What follows belongs to an exercise in optimizing a design on an open flow for small area and a short achievable clock period; a production flow would make more cautious choices. In this exercise RTL edits were held to simulation tests only and were not proved equivalent to the original. No activity file was given, so power comes from the tool's default toggle rates.

== run A ==
Design SCPU, start of the top module:
module SCPU(
    input         clk,
    input         rst,
    input  [31:0] inst,
    input  [31:0] data_in,   
    output [31:0] addr_out,  
    output [31:0] data_out,  
    output [31:0] pc_out,    
    output        mem_write,
    output [31:0] out,
    output [6:0]  exmem_opcode,
    input         cache_resp_stall
    );
    localparam [31:0] NOP = 32'h00000013;
    wire stall = cache_resp_stall;
    wire run   = ~cache_resp_stall;
    localparam [2:0] S_N = 3'd0, S_J1 = 3'd1, S_J2 = 3'd2, S_J3 = 3'd3,
                     S_J4 = 3'd4, S_L1 = 3'd5, S_L2 = 3'd6;
    reg  [2:0]  fs;
    reg  [31:0] pc;
    reg  [31:0] if_inst;
    reg         jf;       
    reg  [31:0] jt;       
    wire [6:0] op  = if_inst[6:0];
    wire [2:0] f3  = if_inst[14:12];
    wire [6:0] top = if_inst[31:25];
    wire d_lui   = op == 7'b0110111;
    wire d_r     = op == 7'b0110011;
    wire d_ld    = op == 7'b0000011;
    wire d_st    = op == 7'b0100011;
    wire d_i     = op == 7'b0010011;
    wire d_b     = op == 7'b1100011;
    wire d_jal   = op == 7'b1101111;
    wire d_jalr  = op == 7'b1100111;
    wire d_sys   = op == 7'b1110011;
    wire d_auipc = op == 7'b0010111;
    wire d_em    = d_sys & (f3 == 3'b000) & ((top == 7'b0000000) | (top == 7'b0011000));
    wire d_mret  = d_sys & (f3 == 3'b000) & (top == 7'b0011000);
    wire d_ecall = d_sys & (f3 == 3'b000) & (top == 7'b0000000);
    wire d_csr   = d_sys & (f3[1:0] != 2'b00);
    wire d_jmp   = d_b | d_jal | d_jalr | d_em;
    wire d_csrrs = d_sys & (f3 == 3'b010);
    wire d_csrrw = d_sys & (f3 == 3'b001);
    wire d_341   = if_inst[31:20] == 12'h341;
    wire d_305   = if_inst[31:20] == 12'h305;
    wire bubble = ((fs == S_N) & (d_jmp | d_ld)) | (fs == S_J1) | (fs == S_J2) |
                  (fs == S_J3) | (fs == S_L1);
    always @(posedge clk) begin
        if (run) begin
            case (fs)
                S_N:  fs <= d_jmp ? S_J1 : (d_ld ? S_L1 : S_N);
                S_J1: fs <= S_J2;
                S_J2: fs <= S_J3;
                S_J3: fs <= S_J4;
                S_L1: fs <= S_L2;
                default: fs <= S_N;
            endcase
            if (bubble)
                if_inst <= NOP;
            else
                if_inst <= inst;
        end
  ...
Size in the first run: about 5200 cells after synthesis, about 200 I/O pins, about 0.071 mm2 of cells after synthesis.
==> flow/config.mk <==
export PLATFORM = sky130hd
export DESIGN_NAME = SCPU
export DESIGN_NICKNAME = SCPU
export VERILOG_FILES = /design/flow/design.v
export SDC_FILE = /design/flow/constraint.sdc
export NUM_CORES = 8
export LEC_CHECK = 0
export CAP_MARGIN = 20
export CORE_MARGIN = 2
export CORE_UTILIZATION = 50
export SLEW_MARGIN = 20
export SYNTH_HIERARCHICAL = 1
export SYNTH_MINIMUM_KEEP_SIZE = 0
==> flow/constraint.sdc <==
create_clock -name core_clock -period 10.0 [get_ports {clk}]
set_input_delay 2.0000 -clock core_clock [delete_from_list [all_inputs] [get_ports {clk}]]
set_output_delay 2.0000 -clock core_clock [all_outputs]
set_load 0.01 [all_outputs]
standard.sh (not shown) runs the stock make flow with config.mk's settings and CLKGATE_MAP_FILE= SYNTH_SCRIPT=/design/flow/synth_recipe.tcl, a recipe that flattens the netlist after the stock synthesis.
==> flow/flow/run.sh <==
#!/bin/bash
# Standard layout, with a tighter setup target for timing repair, plain
# buffers on the ports, and sink clusters of up to 24 flip-flops and no dummy
# loads in clock tree synthesis. Each tool's output goes to a log here.
set -euo pipefail
export SETUP_SLACK_MARGIN=6.4
export BUFFER_PORTS_ARGS="-buffer_cell sky130_fd_sc_hd__buf_2"
export CTS_ARGS="-sink_clustering_enable -repair_clock_nets -dont_use_dummy_load -sink_clustering_size 24 -sink_clustering_max_diameter 120"
bash standard.sh > standard_flow.log 2>&1
For run B, these inputs were changed with respect to run A:
--- a/flow/flow/run.sh
+++ b/flow/flow/run.sh
@@ -6 +6 @@
-export SETUP_SLACK_MARGIN=6.4
+export SETUP_SLACK_MARGIN=6.0
### Flow results
Between run B and run A, combinational fraction of design power is lower for run B, run A comes in above that. Run B and run A ended up with nearly the same worst hold slack. Compared with run A, run B improves wire length. The setup slack of run B is smaller than that of run A. Compared to run A, run B has net switching fraction of the power 0.23 points lower. Compared with run A, run B shows final area that has gone down by a few percent. Delta(total iterations of the first detailed-routing run, run B - run A) > 0. Of run B and run A, the run reporting the higher part of the power in the clock network was run B. Capturing instance or port of the critical path = e_d1[18]$_DFFE_PN_: run B; capturing instance or port of the critical path = m_res[24]$_DFFE_PN_: run A.
Here is what was changed in the inputs of run C compared with run B.
==> flow/flow/run.sh <==
#!/bin/bash
# Standard layout, with a tighter setup target for timing repair, and larger
# sink clusters and no dummy loads in clock tree synthesis. Each tool's
# output goes to a log here.
set -euo pipefail
export SETUP_SLACK_MARGIN=5.5
export CTS_ARGS="-sink_clustering_enable -repair_clock_nets -dont_use_dummy_load -sink_clustering_size 24 -sink_clustering_max_diameter 120"
bash standard.sh > standard_flow.log 2>&1
Findings:
Compared to run B, the router laid down more metal wire for run C. Run C — fraction of layout cells with a size suffix above 1 4.7 points lower, run B as reference. Run C ended with more global-route met1 utilization than run B. Run C: PASS, flow complete, no timing, DRC or antenna violations. Any difference in number of buffers inserted by port buffering between run C and run B is small enough to ignore. Run C: final critical-path required period is 400 ps higher than what run B reported.
--- input diff run C..run D ---
--- a/flow/flow/run.sh
+++ b/flow/flow/run.sh
@@ -6 +6 @@
-export SETUP_SLACK_MARGIN=5.5
+export SETUP_SLACK_MARGIN=6.25
Results
In the metrics for run C and run D, the one carrying the lower final-layout non-clock buffer area share is run C. The run with more routed wire is run D, not run C. | via count | lower: run C |. Of the two values seen for cell with the largest stage delay on the worst path, sky130_fd_sc_hd__a222oi_1 was produced by run C and sky130_fd_sc_hd__xnor2_1 by run D. On run D: clock network power share is 0.4 points lower than what run C gave. Cell area | run D vs run C | run D larger. Diff run C -> run D: number of antenna violations at the first check in global routing shrank by 2; wire length of the first global-routing pass grew by 1.1%. Looking only at final cell count, and setting everything else aside, the higher value of run C and run D goes to run D. Higher via count of the first global-routing pass was reported by run D, not run C.
The following lists how run E was set up differently from run D:
--- a/flow/flow/run.sh
+++ b/flow/flow/run.sh
@@ -6 +6 @@
-export SETUP_SLACK_MARGIN=6.25
+export SETUP_SLACK_MARGIN=6.5
[summary]
Clock skew: run E vs run D — no meaningful difference
Count of non-filler cells in the finished layout ended up 181 higher on run E than on run D.
Going from run D to run E, highest clock rate did not really move, die span in y did not really move, utilization went up.
In the route summary, run E ends up with a via count exceeding that of run D.

[what the ideal ports hide]
No port has a modelled driver above. Below, the same layouts with a new extraction and two added sets of constraints.
Step 1: set_driving_cell puts a clkbuf_16 on clk and a buf_2 on each other input, an assumption about the parent block.
Step 2 also shifts input and output timing later by t, the mid clock arrival at the registers, as if the neighbouring blocks saw the same clock.
Three values: ideal ports, drivers, drivers and shift; two values: the first two.
run | t, ns | slack for setup (ns) | worst setup path at the end | slew at the worst register clock pin (ns) | pins driven straight from the clock port
run A | 0.785 | 6.232 / 6.232 / 5.616 | input to register | 0.11 / 0.11 | 1
run B | 0.785 | 5.963 / 5.963 / 5.231 | input to register | 0.11 / 0.11 | 1
run C | 0.768 | 5.567 / 5.567 / 5.252 | input to register | 0.11 / 0.11 | 1
run D | 0.773 | 6.146 / 6.146 / 5.542 | input to register | 0.11 / 0.11 | 1
run E | 0.772 | 6.142 / 6.142 / 5.769 | input to register | 0.11 / 0.11 | 1
After both steps every run listed still meets setup and hold. For run B, which loses most, drivers alone change the setup slack by 0.000 ns; drivers and shift together by -0.732 ns.
